What follows belongs to an exercise in optimizing a design on an open flow for small area; a production flow would make more cautious choices. In this exercise RTL edits were held to simulation tests only and were not proved equivalent to the original. No driver is modelled on the clock port, so clocking that relies on it looks cheaper here than on a real chip. Power is estimated from default activity; no workload was simulated.

<file path="flow/config.mk">
export PLATFORM = sky130hd
export DESIGN_NAME = regbank
export DESIGN_NICKNAME = regbank
export VERILOG_FILES = /design/flow/design.v
export SDC_FILE = /design/flow/constraint.sdc
export NUM_CORES = 8
export LEC_CHECK = 0
export CAP_MARGIN = 20
export CORE_MARGIN = 2
export CORE_UTILIZATION = 40
export SLEW_MARGIN = 20
</file>
<file path="flow/constraint.sdc">
create_clock -name core_clock -period 7.0 [get_ports {clk}]
set_input_delay 1.4000 -clock core_clock [delete_from_list [all_inputs] [get_ports {clk}]]
set_output_delay 1.4000 -clock core_clock [all_outputs]
set_load 0.01 [all_outputs]
</file>
<file path="flow/design.v">
module regbank (
    rdData1, rdData2, wrData, sr1, sr2, dr, write, reset, clk
);
    input write, reset, clk;
    input [4:0] sr1, sr2, dr;    
    input [31:0] wrData;
    output [31:0] rdData1, rdData2;
    integer k;
    (* mem2reg *) reg [31:0] regfile [0:31];  
    assign rdData1 = (sr1 == 5'd0) ? 32'd0 : regfile[sr1];
    assign rdData2 = (sr2 == 5'd0) ? 32'd0 : regfile[sr2];
    always @(posedge clk) begin
        if (reset) begin
            for (k = 0; k<32; k=k+1) begin
                regfile[k] <= 32'd0;
            end
        end
        else begin
            if(write && dr != 5'd0)
                regfile[dr] <= wrData;
        end
    end
endmodule
</file>
<file path="flow/run.sh">
#!/bin/bash
# synth_recipe.tcl (not shown) runs the flow's synth.tcl, then flattens the netlist and writes it again
# the make line also repeats each setting of config.mk as NAME=value (left out here)
make -C /OpenROAD-flow-scripts/flow DESIGN_CONFIG=/design/flow/config.mk WORK_HOME=/design/flow/orfs CLKGATE_MAP_FILE= SYNTH_SCRIPT=/design/flow/synth_recipe.tcl finish
</file>
==> results.txt, run 1 <==
- Outcome: finished clean
- Starting density of the core: 0.4048
- Overall via count from detail_route: 59,110
- Largest Register: regfile
- TNS Setup: 0 ps
- Top cell type by total area after synthesis: dfxtp_1
- Placer congestion estimate: 1.084
- Max_cap viols: 0
- Vias per inst: 7.308
- Leakage: 18.02 nW
- Width of the die: 350.2 µm
- Top post-synthesis cells by count: nand2_1 (2,207), a21oi_1 (1,131), dfxtp_1 (992), a22oi_1 (731), clkbuf_1 (374)
- Maximum buffer depth of the clock tree: 3
- Unrepaired setup endpoints after global routing: false
- Hold endpoint: regfile[2][20]
- CTS clock-pin slew for the worst setup and hold paths: 70 ps
- Pre-CTS worst setup slack: 631.8 ps
- Clock insertion delay at the later pin of the skew report: 750 ps
- Number of placement rows: 126
- Arrival time of the worst setup path: 5280 ps
- Total wire length: 335.1 mm
- Classification of the worst-slack hold path: reg2reg
- Post-synth net total: 6,530
- Level count of the clock H-tree: 3
- Largest stage delay on the critical path: 970 ps
- Post-route ant nets: 0
- Worst setup margin: 318.7 ps
- Post-CTS setup buffers: 0
- Dominant register cell in the synthesized netlist: dfxtp_1
- Clock Sinks: 992
- Leading registers by flop count: regfile: 992 flops
- Area of the core: 118,400 µm²
- Largest driver fanout on the critical path: 21
- Maximum clock frequency: 149.7 MHz
- Worst reg-to-reg path cell count: 2
- Cell occurring most often along the worst timing path: buf_4
- Post_cts resized: 0
- Number of ports placed on the die boundary: 114
- Root Buffer: clkbuf_16
- Post-layout nets: 6,407
- Most instantiated library cell after synthesis: nand2_1
- Pins over their slew limit: 0
- WHS: 465.9 ps
- Worst Setup Path Type: in2out
- Core utilization of the finished layout: 0.4650
- Die H: 350.2 µm
- Sort of element at the start of the critical path: primary input
- Final hold vios: 0
- Async S/R FF share, synth: 0
- Worst voltage drop across the vdd grid: 0.0002311 V
- Yosys top cell area share: 0.4143
- Worst flop-to-flop path endpoint: regfile[13][30]
- Post-Synthesis Mean Instance Area: 7.397 µm²
- Number of antenna violations at the first check in global routing: 47
- Count of flip-flops with a built-in enable after synthesis: 0
- Pin count of the biggest net entering global routing: 197
- TritonCTS Buffers: 112
- Post-synth design cell area: 47,930 µm²
- Instance count along the most critical hold path: 2
- First-pass GRT wire length: 443.3 mm
- Grt total ovfl: 0
- Die area: 122,600 µm²
- Required arrival time at the worst endpoint: 5600 ps
- TritonCTS clock tree: done
- Aggregate global-route resource usage: 0.5255
- Total setup violations reported at the end of the flow: 0
- Reg-to-reg setup timing slack: 6090 ps
- Actual transition at the worst max-transition pin: 1350 ps
- Distinct cells, synth: 71
- Cell type of the slowest stage on the worst timing path: nor2_4
- Post-synthesis to final-layout area growth: 14.87%
- Register bit count reported by yosys: 992
- Final HPWL DP: 198.3 mm
- Count of TritonRoute iterations in the first routing pass: 12
- Portion of the post-synthesis area used by sequential elements: 0.4143
- Worst hold path startpoint: regfile[2][20]
- Vias in the first global route: 51,990
- Mean routed wirelength per cell: 41.43 µm
- Ordered cell list for the critical path: buf_2 > buf_4 > nand3_4 > nor2_4 > buf_4 > a22oi_1 > and3_1 > a31oi_1 > clkdlybuf4s50_1
- Total of hold buffers inserted after clock tree synthesis: 0
- Warnings from Yosys: 1
- Power per standard cell area: 238.1 nW/µm²
- Relative max-transition margin: 0.09329
- Cell types with the largest area share after synthesis: dfxtp_1 (41%), nand2_1 (17%), a21oi_1 (12%), a22oi_1 (11%), clkbuf_1 (2.9%)
- Critical Path Sink Type: output pin
- Drc violations: 0
- Number of instances in the synthesized netlist: 6,480
- Skew final: 0 ps
- Flip-flop count of the largest register, all copies and words added: 992
- Count of buffers from port buffering: 113
- Final min period: 6681 ps
- Starting DRT DRC Count: 14,480
- Proportion of layout cells with a drive suffix above 1: 0.1023
- Final worst-path cycle share: 0.9545
- Origin of the critical flop-to-flop path: regfile[13][30]
per-stage QoR:
| step | instances | total power, W | instance area, µm² |
|---|---|---|---|
| floorplan | 6480 | 0.006277 | 47930 |
| global placement | 7836 | 0.006751 | 51040 |
| detailed placement | 7840 | 0.006753 | 51100 |
| CTS | 8050 | 0.01292 | 54970 |
| global route | 8057 | 0.01320 | 54980 |
| finish | 8088 | 0.01311 | 55060 |
kinds of logic after synthesis:
group,synth area share
muxes,0.01762
DFF,0.4143
AOI/OAI and AO/OA,0.2701
buffers and inverters,0.06051
and+or+nand+nor,0.2374
worst max path at each step:
stage	from	slack (ps)	to	cells after the start
floorplan	sr1[3]	2750	rdData1[2]	8
global placement	sr1[3]	630	rdData1[17]	9
detailed placement	sr1[3]	630	rdData1[17]	9
CTS	sr1[3]	630	rdData1[17]	9
global route	sr2[2]	490	rdData2[11]	9
finish	sr2[2]	320	rdData2[27]	9
per-layer routing:
metal / share of wire / up-vias / GRT usage
met5: 0.0016 / - / 0.01256
met4: 0.10 / 44 / 0.4081
met3: 0.18 / 2250 / 0.2660
met2: 0.37 / 6790 / 0.6883
met1: 0.35 / 27490 / 0.6416
li1: - / 22540 / -
layout by cell type (no fill, tap or decap), types with 12 or more instances in the layout:
cell type and count:
clkinv_2 24, clkbuf_1 18, a32oi_1 13, a22o_1 24, clkbuf_8 20, diode_2 35, a2111oi_0 12, nand2_4 17
bufinv_16 12, nor2_4 70, nand3_1 36, a21oi_1 1131, a221oi_1 24, buf_4 227, nor2b_1 14, nand2_1 2183
nand4_1 92, buf_2 29, a31oi_1 33, nor4_1 24, nand2b_1 16, clkdlybuf4s50_1 81, o21ai_0 24, mux2_2 25
buf_12 35, mux2i_1 54, dfxtp_1 992, nor3_1 72, nor2_1 75, clkbuf_16 113, a222oi_1 27, a22oi_1 731
critical path: cells and delay by family:
family / cells / cell delay (ps)
AND/OR/NAND/NOR: 3 / 1460
buffers and inverters: 4 / 1880
AO/OA/AOI/OAI: 2 / 520
power by group:
part           internal (W)  total [W]  switching, W
clock               0.00363    0.00639       0.00275
combinational      0.000187   0.000986      0.000799
sequential          0.00569    0.00574     0.0000495
total               0.00950     0.0131       0.00360
layout make-up:
type                            count  area (µm²)
Multi-Input combinational cell   4867       25750
Tap cell                         1600        2002
Sequential cell                   992       19860
Inverter                            8       30.03
Clock inverter                     59       698.2
Fill cell                       11860       63340
Clock buffer                      151        3171
Timing Repair Buffer              376        3458
Antenna cell                       35       87.58
==> inputs of run 2 (changes only) <==
==> flow/design.v (replaced) <==
module regbank (
    rdData1, rdData2, wrData, sr1, sr2, dr, write, reset, clk
);
    input write, reset, clk;
    input [4:0] sr1, sr2, dr;    
    input [31:0] wrData;
    output [31:0] rdData1, rdData2;
    reg [31:0] regfile [1:31];
    integer i;
    reg [31:1] ld, hd;
    reg [31:1] s1, s2;
    always @(*) begin
        for (i = 1; i < 32; i = i + 1) begin
            ld[i] = ~reset & write & (dr == i);
            hd[i] = ~reset & ~(write & (dr == i));
            s1[i] = (sr1 == i);
            s2[i] = (sr2 == i);
        end
    end
    wire [31:0] nxt [1:31];
    always @(posedge clk) begin
        for (i = 1; i < 32; i = i + 1)
            regfile[i] <= nxt[i];
    end
    genvar b;
    generate
        for (b = 0; b < 32; b = b + 1) begin : bit_
            wire [31:1] col;
            genvar r;
            for (r = 1; r < 32; r = r + 1) begin : row_
                assign col[r] = regfile[r][b];
                ao22c w (.a(regfile[r][b]), .b(hd[r]), .c(wrData[b]), .d(ld[r]),
                         .y(nxt[r][b]));
            end
            rdmux31 u1 (.d(col), .s(s1), .y(rdData1[b]));
            rdmux31 u2 (.d(col), .s(s2), .y(rdData2[b]));
        end
    endgenerate
endmodule
module rdmux31 (d, s, y);
    input [31:1] d, s;
    output y;
    wire [10:0] n;
    genvar g;
    generate
        for (g = 0; g < 10; g = g + 1) begin : g_
            aoi222 u (.a(d[3*g+1]), .sa(s[3*g+1]),
                      .b(d[3*g+2]), .sb(s[3*g+2]),
                      .c(d[3*g+3]), .sc(s[3*g+3]), .y(n[g]));
        end
    endgenerate
    nand2c u10 (.a(d[31]), .b(s[31]), .y(n[10]));
    wire p0, p1, p2;
    nand4c t0 (.a(n[0]), .b(n[1]), .c(n[2]), .d(n[3]), .y(p0));
    nand4c t1 (.a(n[4]), .b(n[5]), .c(n[6]), .d(n[7]), .y(p1));
    nand3c t2 (.a(n[8]), .b(n[9]), .c(n[10]), .y(p2));
    assign y = p0 | p1 | p2;
endmodule
module aoi222 (a, sa, b, sb, c, sc, y);
    input a, sa, b, sb, c, sc;
    output y;
    assign y = ~((a & sa) | (b & sb) | (c & sc));
endmodule
module nand2c (a, b, y);
    input a, b;
    output y;
    assign y = ~(a & b);
endmodule
module nand3c (a, b, c, y);
    input a, b, c;
    output y;
    assign y = ~(a & b & c);
endmodule
module nand4c (a, b, c, d, y);
    input a, b, c, d;
    output y;
    assign y = ~(a & b & c & d);
endmodule
module ao22c (a, b, c, d, y);
    input a, b, c, d;
    output y;
    assign y = (a & b) | (c & d);
endmodule
--- a/flow/config.mk
+++ b/flow/config.mk
@@ -10,2 +10,4 @@
 export CORE_UTILIZATION = 40
 export SLEW_MARGIN = 20
+export SYNTH_HIERARCHICAL = 1
+export SYNTH_MINIMUM_KEEP_SIZE = 0
==> results.txt, run 2 <==
- Outcome: finished clean
- Warnings from Yosys: 9 (+8)
- Sequential Power Share: 0.471 (+0.033)
- Width of the die: 311.4 µm (-11%)
- Vias per inst: 8.224 (+13%)
- Reg-to-reg setup timing slack: 6290 ps (+200 ps)
- Pins over their slew limit: 0 (unchanged)
- Cell types with the largest area share after synthesis: dfxtp_1 (53%), a22o_1 (23%), a222oi_1 (17%), nand4_1 (2.1%), or3_1 (1.1%)
- Yosys top cell area share: 0.5254 (+0.1111)
- Flip-flop count of the largest register, all copies and words added: 992 (unchanged)
- TNS Setup: 0 ps (unchanged)
- Met1 track demand over resource: 0.4773 (-0.1644)
- Total setup violations reported at the end of the flow: 0 (unchanged)
- Final HPWL DP: 108.6 mm (-45%)
- TritonCTS clock tree: done
- Count of buffers from port buffering: 113 (unchanged)
- Largest stage delay on the critical path: 630 ps (-340 ps)
- Pre-CTS worst setup slack: 657.1 ps (+25.30 ps)
- Number of instances in the synthesized netlist: 3,143 (-51%)
- Ordered cell list for the critical path: clkdlybuf4s50_1 > nand2b_1 > nor3_2 > buf_4 > a222oi_1 > nand4_1 > or3_1 > clkdlybuf4s50_1
- Relative max-transition margin: 0.1870 (+0.09374)
- Top post-synthesis cells by count: a22o_1 (992), dfxtp_1 (992), a222oi_1 (640), nand4_1 (128), nand2_1 (70)
- Vias in the first global route: 38,770 (-25%)
- Post_cts resized: 0 (unchanged)
- Classification of the worst-slack hold path: reg2reg
- Sort of element at the start of the critical path: primary input
- Worst reg-to-reg path cell count: 1 (-1)
- Aggregate global-route resource usage: 0.3804 (-0.1451)
- Worst voltage drop across the vdd grid: 0.0002430 V (+5.2%)
- Hold endpoint: regfile[31][26]
- Core utilization of the finished layout: 0.4981 (+0.03307)
- Clock insertion delay at the later pin of the skew report: 690 ps (-60 ps)
- Final min period: 6557 ps (-124.5 ps)
- Post-synth net total: 3,193 (-51%)
- Number of antenna violations at the first check in global routing: 14 (-70%)
- Post-CTS setup buffers: 0 (unchanged)
- Starting DRT DRC Count: 9,638 (-33%)
- Instance count along the most critical hold path: 1 (-1)
- Worst Setup Path Type: in2out
- Power per standard cell area: 260.7 nW/µm² (+9.5%)
- Proportion of layout cells with a drive suffix above 1: 0.1363 (+0.03406)
- WHS: 508.5 ps (+42.64 ps)
- Busiest layer in global routing: met2
- First-pass GRT wire length: 273.8 mm (-38%)
- Met3 global-route usage: 0.1440 (-0.1220)
- Pin count of the biggest net entering global routing: 33 (-83%)
- Critical Path Sink Type: output pin
- Switching Fraction: 0.2446 (-0.03026)
- Post-route ant nets: 0 (unchanged)
- Origin of the critical flop-to-flop path: regfile[8][18]
- Distinct cells, synth: 34 (-52%)
- Leakage: 16.70 nW (-7.3%)
- Level count of the clock H-tree: 3 (unchanged)
- Arrival time of the worst setup path: 5160 ps (-120 ps)
- CTS clock-pin slew for the worst setup and hold paths: 60 ps (about the same)
- Mean routed wirelength per cell: 39.94 µm (-3.6%)
- Post-Synthesis Mean Instance Area: 12.03 µm² (+63%)
- Cell type of the slowest stage on the worst timing path: nand2b_1
- Top library cells by usage in the layout, fill and taps aside: a22o_1 (992), dfxtp_1 (992), a222oi_1 (640), buf_4 (172), nand4_1 (128)
- Portion of the post-synthesis area used by sequential elements: 0.5254 (+0.1111)
- Count of TritonRoute iterations in the first routing pass: 15 (+3)
- Cell occurring most often along the worst timing path: clkdlybuf4s50_1
- Maximum clock frequency: 152.5 MHz (+1.9%)
- Area used by multi-input combinational logic: 18,810 µm² (-27%)
- Worst flop-to-flop path endpoint: regfile[8][18]
- Worst hold path startpoint: regfile[31][26]
- P_int: 0.009168 W (-3.5%)
- TritonCTS Buffers: 103 (-8.0%)
- Placer congestion estimate: 0.9581 (-12%)
- Register bit count reported by yosys: 992 (unchanged)
- FF+latch area: 19,860 µm² (unchanged)
- Starting density of the core: 0.4044 (-0.0004293)
- Combinational cell fraction of total power: 0.056 (-0.019)
- Clock Sinks: 992 (unchanged)
- Final hold vios: 0 (unchanged)
- Switching power of the nets: 0.002969 W (-18%)
- Final worst-path cycle share: 0.9367 (-0.01778)
- Number of placement rows: 112 (-11%)
- Post-layout nets: 3,581 (-44%)
- Root Buffer: clkbuf_16
- Drc violations: 0 (unchanged)
- Leading registers by flop count: regfile: 992 flops
- Fill cell count: 8,209 (-31%)
- Required arrival time at the worst endpoint: 5600 ps (about the same)
- Async S/R FF share, synth: 0 (unchanged)
- Top cell type by total area after synthesis: dfxtp_1
- Clock share of power: 0.472 (-0.015)
- Max_cap viols: 0 (unchanged)
- Largest Register: regfile
- Die area: 96,970 µm² (-21%)
- Crit path from: sr1[2]
- Placed cell count: 4,678 (-40%)
- Dominant register cell in the synthesized netlist: dfxtp_1
- Grt total ovfl: 0 (unchanged)
- Post-synthesis to final-layout area growth: 23.17%
- Maximum buffer depth of the clock tree: 3 (unchanged)
- Post-synth design cell area: 37,800 µm² (-21%)
- Die H: 311.4 µm (-11%)
- Number of ports placed on the die boundary: 114 (unchanged)
- Largest driver fanout on the critical path: 32 (+52%)
- Total of hold buffers inserted after clock tree synthesis: 0 (unchanged)
- Worst setup margin: 443.2 ps (+124.5 ps)
- Count of flip-flops with a built-in enable after synthesis: 0 (unchanged)
- Met2 Usage GRT: 0.5331 (-0.1552)
- Unrepaired setup endpoints after global routing: false
- Total wire length: 194.9 mm (-42%)
- Skew final: 0 ps (unchanged)
- Area of the core: 93,470 µm² (-21%)
- Actual transition at the worst max-transition pin: 1217 ps (-133.1 ps)
- Overall via count from detail_route: 40,130 (-32%)
- Post-route non-filler standard cell count: 4,879 (-40%)
[run 2: cell count changes after synthesis, moves of 360 or more]
| cell | previous run | this run |
|---|---|---|
| a222oi_1 | 27 | 640 |
| a22o_1 | 24 | 992 |
| a22oi_1 | 731 | 0 |
| clkbuf_1 | 374 | 14 |
| nand2_1 | 2207 | 70 |
| a21oi_1 | 1131 | 27 |
[run 2: layout make-up]
type	instances	area share
Sequential cell	992	0.4266
Timing Repair Buffer	304	0.06020
Multi-Input combinational cell	2130	0.4041
Tap cell	1254	0.03370
Antenna cell	9	0.0004838
Clock buffer	153	0.06547
Clock inverter	37	0.009514
[run 2: kinds of logic (layout without fill, tap and decap cells)]
family,Yosys count,in the layout,synth area share
AO/OA/AOI/OAI,1663,1663,0.4036
buffers and inverters,21,494,0.002449
flip-flops,992,992,0.5254
other,0,9,0
AND/OR/NAND/NOR,467,467,0.06859
[run 2: metal layers]
layer	up-vias	part of all wire
met5	-	0.00098
met4	12	0.082
met3	1069	0.16
met2	4109	0.40
met1	19510	0.35
li1	15430	-
[run 2: worst max-delay path by stage]
stage	endpoint	cells after the start
floorplan	rdData1[0]	5
global placement	rdData1[11]	9
detailed placement	rdData1[11]	9
CTS	rdData1[11]	9
global route	rdData1[13]	8
finish	rdData1[13]	8
[run 2: critical path, delay by kind of cell]
kind	cells	cell delay, ps
buffers and inverters	3	1400
AOI/OAI and AO/OA	1	510
and+or+nand+nor	4	1820
[run 2: per-stage QoR]
step                      area, µm²  total power (W)
after floorplan               37800         0.006031
after global placement        42930         0.006466
after detailed placement      43000         0.006481
after CTS                     46490          0.01207
after global routing          46540          0.01235
final                         46560          0.01214
[run 2: per-module statistics from Yosys (local to each module, per instance), excerpt]
module | flops+latches | copies in the design
regbank | 992 | 1
ao22c | 0 | 992
rdmux31 | 0 | 64
nand4c | 0 | 128
nand3c | 0 | 64
nand2c | 0 | 64
[run 2: power groups by stage]
| stage | Clock, W | Sequential [W] | Combinational, W |
|---|---|---|---|
| final | 0.00573 | 0.00572 | 0.000684 |
| after global routing | 0.00596 | 0.00572 | 0.000672 |
| after CTS | 0.00571 | 0.00572 | 0.000636 |
| after detailed placement | 0 | 0.00585 | 0.000635 |
| after global placement | 0 | 0.00584 | 0.000624 |
| after floorplan | 0 | 0.00584 | 0.000195 |
==> inputs of run 3 (changes only) <==
==> flow/flow/run.sh (new file) <==
#!/bin/bash
# Own layout flow: the standard ORFS flow (standard.sh), with smaller port
# buffers, no CTS dummy loads, and an area-recovery pass (downsize.tcl) after
# CTS. Full tool output goes to flow_make.log here; ORFS's per-step logs are
# under orfs/logs/.
set -euo pipefail
bash standard.sh \
  "BUFFER_PORTS_ARGS=-buffer_cell sky130_fd_sc_hd__buf_1" \
  "CTS_ARGS=-sink_clustering_enable -repair_clock_nets -dont_use_dummy_load -buf_list sky130_fd_sc_hd__clkbuf_4 -sink_clustering_size 10 -sink_clustering_max_diameter 35" \
  "POST_CTS_TCL=$PWD/flow/downsize.tcl" \
  RECOVER_POWER=100 \
  finish > flow_make.log 2>&1
==> flow/flow/downsize.tcl (new file) <==
# Area recovery: try every logic cell (not flip-flops, clock tree, taps or
# port buffers) at each smaller drive strength of the same function, smallest
# first, and keep the first one that leaves timing met with margin and adds
# no max-slew, max-capacitance or max-fanout violation.
namespace eval ds {
set margin 0.15e-9
set_propagated_clock [all_clocks]
estimate_parasitics -placement
set block [ord::get_db_block]
set dont_use {}
if {[info exists ::env(DONT_USE_CELLS)]} { set dont_use $::env(DONT_USE_CELLS) }

proc viol {} {
  return [expr {[sta::max_slew_violation_count] + [sta::max_capacitance_violation_count]}]
}
set v0 [viol]
set ws [sta::worst_slack_cmd max]
puts "downsize: start worst slack $ws violations $v0"
set n 0
set saved 0.0
foreach inst [$block getInsts] {
  set m [$inst getMaster]
  set mn [$m getName]
  if {![regexp {^(sky130_fd_sc_hd__[a-z0-9]+)_([0-9]+)$} $mn -> base sz]} continue
  if {[regexp {__(df|ed|sd|clk|tap|fill|decap|diode|conb|dly)} $mn]} continue
  if {[$inst isDoNotTouch]} continue
  if {[$inst getSourceType] eq "TIMING"} continue
  # smaller sizes of the same cell, smallest first
  set cands {}
  foreach c [get_lib_cells ${base}_*] {
    set cn [get_name $c]
    if {![regexp "^${base}_(\[0-9\]+)\$" $cn -> s2]} continue
    if {$s2 >= $sz} continue
    if {[lsearch -exact $dont_use $cn] >= 0} continue
    lappend cands [list $s2 $cn]
  }
  if {$cands eq ""} continue
  set cands [lsort -integer -index 0 $cands]
  set a0 [expr {[$m getWidth] * [$m getHeight]}]
  foreach c $cands {
    set cn [lindex $c 1]
    replace_cell [$inst getName] $cn
    if {[viol] <= $v0 && [sta::worst_slack_cmd max] >= $margin} {
      set m2 [$inst getMaster]
      set saved [expr {$saved + ($a0 - [$m2 getWidth] * [$m2 getHeight]) / 1e6}]
      incr n
      break
    }
    replace_cell [$inst getName] $mn
  }
}
puts "downsize: resized $n cells, saved $saved um2, worst slack [sta::worst_slack_cmd max] violations [viol]"
}
==> flow/standard.sh (new file) <==
#!/bin/bash
# synth_recipe.tcl (not shown) runs the flow's synth.tcl, then flattens the netlist and writes it again
# the make line also repeats each setting of config.mk as NAME=value (left out here)
make -C /OpenROAD-flow-scripts/flow DESIGN_CONFIG=/design/flow/config.mk WORK_HOME=/design/flow/orfs CLKGATE_MAP_FILE= SYNTH_SCRIPT=/design/flow/synth_recipe.tcl "${@:-finish}"
--- a/flow/config.mk
+++ b/flow/config.mk
@@ -8,5 +8,8 @@
 export CAP_MARGIN = 20
 export CORE_MARGIN = 2
-export CORE_UTILIZATION = 40
+export CORE_UTILIZATION = 65
+export CTS_BUF_LIST = sky130_fd_sc_hd__clkbuf_4
+export CTS_CLUSTER_DIAMETER = 35
+export CTS_CLUSTER_SIZE = 10
 export SLEW_MARGIN = 20
 export SYNTH_HIERARCHICAL = 1
removed: flow/run.sh
==> results.txt, run 3 <==
- Top post-synthesis cells by count: a22o_1 (992), dfxtp_1 (992), a222oi_1 (640), nand4_1 (128), nand2_1 (70)
- Total wire length: 174.9 mm (-10%)
- Largest Register: regfile
- Mux share of post-synthesis cell area: 0 (unchanged)
- Reg-to-reg setup timing slack: 6280 ps (about the same)
- Count of TritonRoute iterations in the first routing pass: 17 (+2)
- Number of placement rows: 88 (-21%)
- Worst reg-to-reg path cell count: 1 (unchanged)
- Flip-flop count of the largest register, all copies and words added: 992 (unchanged)
- Xor/xnor share of the synthesized area: 0 (unchanged)
- Warnings from Yosys: 9 (unchanged)
- Vias per inst: 9.307 (+13%)
- Sort of element at the start of the critical path: primary input
- Worst voltage drop across the vdd grid: 0.0001661 V (-32%)
- Top library cells by usage in the layout, fill and taps aside: a22o_1 (992), dfxtp_1 (992), a222oi_1 (640), clkbuf_4 (142), nand4_1 (128)
- Worst hold path startpoint: regfile[31][8]
- Total setup violations reported at the end of the flow: 0 (unchanged)
- Post-synthesis simple-gate area fraction: 0.06859 (unchanged)
- Final hold vios: 0 (unchanged)
- Relative max-transition margin: -1.363 (-1.550)
- Final HPWL DP: 96.06 mm (-12%)
- Largest family of logic cells by synthesized area: compound AO/OA/AOI/OAI gates
- Design Area, Final: 41,680 µm² (-10%)
- Async S/R FF share, synth: 0 (unchanged)
- Skew final: 0 ps (unchanged)
- Aggregate global-route resource usage: 0.5624 (+0.1820)
- Yosys top cell area share: 0.5254 (unchanged)
- Starting density of the core: 0.6564 (+0.2520)
- Register bit count reported by yosys: 992 (unchanged)
- Number of antenna violations at the first check in global routing: 22 (+8)
- Clock insertion delay at the later pin of the skew report: 1050 ps (+360 ps)
- Pins over their slew limit: 1,011 (+1,011)
- Post-synth net total: 3,193 (unchanged)
- Post-layout nets: 3,598 (+0.47%)
- WHS: 510.9 ps (+2.328 ps)
- TritonCTS clock tree: done
- Width of the die: 245.1 µm (-21%)
- Largest driver fanout on the critical path: 26 (-19%)
- Post-Synthesis Mean Instance Area: 12.03 µm² (unchanged)
- Area of the core: 57,590 µm² (-38%)
- Adder and majority gate portion of the synthesized area: 0 (unchanged)
- Instance area at placement: 41,210 µm² (-4.2%)
- Cell types with the largest area share after synthesis: dfxtp_1 (53%), a22o_1 (23%), a222oi_1 (17%), nand4_1 (2.1%), or3_1 (1.1%)
- Actual transition at the worst max-transition pin: 3531 ps (+2315 ps)
- CTS clock-pin slew for the worst setup and hold paths: 40 ps (-20 ps)
- Worst Setup Path Type: in2out
- Complex-gate fraction of the synthesized area: 0.4036 (unchanged)
- Hold endpoint: regfile[31][8]
- Outcome: complete, but fails checks
- Final worst-path cycle share: 0.9234 (-0.01333)
- Top cell type by total area after synthesis: dfxtp_1
- Arrival time of the worst setup path: 5060 ps (-100 ps)
- Grt total ovfl: 0 (unchanged)
- Unrepaired setup endpoints after global routing: false
- Number of ports placed on the die boundary: 114 (unchanged)
- Vias in the first global route: 39,290 (+1.3%)
- Leakage: 14.97 nW (-10%)
- Fill cell count: 4,244 (-48%)
- Required arrival time at the worst endpoint: 5600 ps (about the same)
- Die H: 245.1 µm (-21%)
- Portion of the post-synthesis area used by sequential elements: 0.5254 (unchanged)
- Overall via count from detail_route: 40,280 (+0.38%)
- Placer congestion estimate: 1.019 (+6.4%)
- Pin count of the biggest net entering global routing: 34 (+3.0%)
- Failing Checks: capacitance limit, slew limit
- TNS Setup: 0 ps (unchanged)
- Leading registers by flop count: regfile: 992 flops
- Post-synthesis to final-layout area growth: 10.27%
- Maximum clock frequency: 154.7 MHz (+1.4%)
- Power per standard cell area: 220.3 nW/µm² (-15%)
- Die area: 60,100 µm² (-38%)
- Core utilization of the finished layout: 0.7238 (+0.2257)
- First-pass GRT wire length: 250.5 mm (-8.5%)
- Sum of internal, switching and leakage power: 0.009182 W (-24%)
- Count of buffers from port buffering: 113 (unchanged)
- Dominant register cell in the synthesized netlist: dfxtp_1
- Worst flop-to-flop path endpoint: regfile[19][2]
- Starting DRT DRC Count: 10,360 (+7.5%)
- Classification of the worst-slack hold path: reg2reg
- Final min period: 6464 ps (-93.28 ps)
- Post-route ant nets: 0 (unchanged)
- Mean routed wirelength per cell: 40.41 µm (+1.2%)
- Count of flip-flops with a built-in enable after synthesis: 0 (unchanged)
- Post-synth design cell area: 37,800 µm² (unchanged)
- Critical Path Sink Type: output pin
- Number of instances in the synthesized netlist: 3,143 (unchanged)
- Drc violations: 0 (unchanged)
- Origin of the critical flop-to-flop path: regfile[19][2]
- Max_cap viols: 33 (+33)
- Clock Sinks: 992 (unchanged)
- Distinct cells, synth: 34 (unchanged)
- Instance count along the most critical hold path: 1 (unchanged)
- Proportion of layout cells with a drive suffix above 1: 0.08799 (-0.04835)
## run 3: metrics by stage
stage               setup WS (ps)  instances
detailed placement           1112       4160
finish                      536.5       4328
floorplan                    1555       3143
global placement             1156       4157
global route                579.7       4320
## run 3: per-layer routing
layer | global-route usage | wire, µm
met5 | 0.03186 | 210
met4 | 0.4727 | 18310
met3 | 0.2786 | 33640
met2 | 0.7493 | 66980
met1 | 0.6681 | 55760
## run 3: worst max-delay path, cell delays in order
cell      delay, ps
clkbuf_1        460
or3b_1          520
nor2_2         1600
a222oi_1        390
nand4_1         220
or3_1           260
buf_1           190
## run 3: cell families (layout without fill, tap and decap cells)
kind of cell	after synthesis	after routing
compound gates	1663	1663
simple gates	467	467
other cells	0	17
flops	992	992
buf+inv	21	424
## run 3: Yosys stat by module (local to each module, per instance)
module / cell area [µm²] / flops+latches / cells / copies in the design
regbank: 20940 / 992 / 1191 / 1
aoi222: 10.01 / 0 / 1 / 640
ao22c: 8.758 / 0 / 1 / 992
nand4c: 6.256 / 0 / 1 / 128
rdmux31: 6.256 / 0 / 1 / 64
nand3c: 5.005 / 0 / 1 / 64
nand2c: 3.754 / 0 / 1 / 64
## run 3: power breakdown
group	switching (W)	internal, W
Clock	0.00193	0.000932
Combinational	0.000493	0.000110
Sequential	0.0000349	0.00568
## run 3: layout make-up
class	count	area, µm²	share of cell area
timing repair buffer	282	1724	0.04137
clock buffer	142	1066	0.02558
tap	765	957.2	0.02296
multi-input combinational	2130	18030	0.4326
sequential	992	19860	0.4765
antenna	17	42.54	0.001021
## run 3: worst max-delay path by stage
stage / start / slack (ps) / cells after the start / end
after floorplan: sr1[2] / 1560 / 5 / rdData1[0]
final: sr1[0] / 540 / 7 / rdData1[17]
after detailed placement: sr2[0] / 1110 / 8 / rdData2[27]
after global placement: sr2[0] / 1160 / 8 / rdData2[27]
after global routing: sr1[0] / 580 / 8 / rdData1[31]

==> afterwards: timing with drivers on the ports <==
How much do the figures lean on ideal ports? The routed layouts below were timed once more, with nothing changed but the port constraints.
Step 1 (the two cells are an assumption about what drives the block):
set clk [get_ports {clk}]
set_driving_cell -lib_cell sky130_fd_sc_hd__clkbuf_16 $clk
set_driving_cell -lib_cell sky130_fd_sc_hd__buf_2 [delete_from_list [all_inputs] $clk]
Step 2 also shifts input and output timing later by t, the mid clock arrival at the registers, as if the neighbouring blocks saw the same clock.
Three values: no drivers, after step 1, after step 2; two values: the first two.
run | t, ns | setup WS [ns] | hold WS [ns]
run 1 | 0.843 | 0.319 / 0.114 / 0.114 | 0.466 / 0.466 / 0.466
run 2 | 0.766 | 0.443 / 0.420 / 0.420 | 0.509 / 0.509 / 0.509
run 3 | 1.094 | 0.536 / 0.453 / 0.453 | 0.511 / 0.511 / 0.511
For run 1, which loses most, drivers alone change the setup slack by -0.205 ns; drivers and shift together by -0.205 ns.
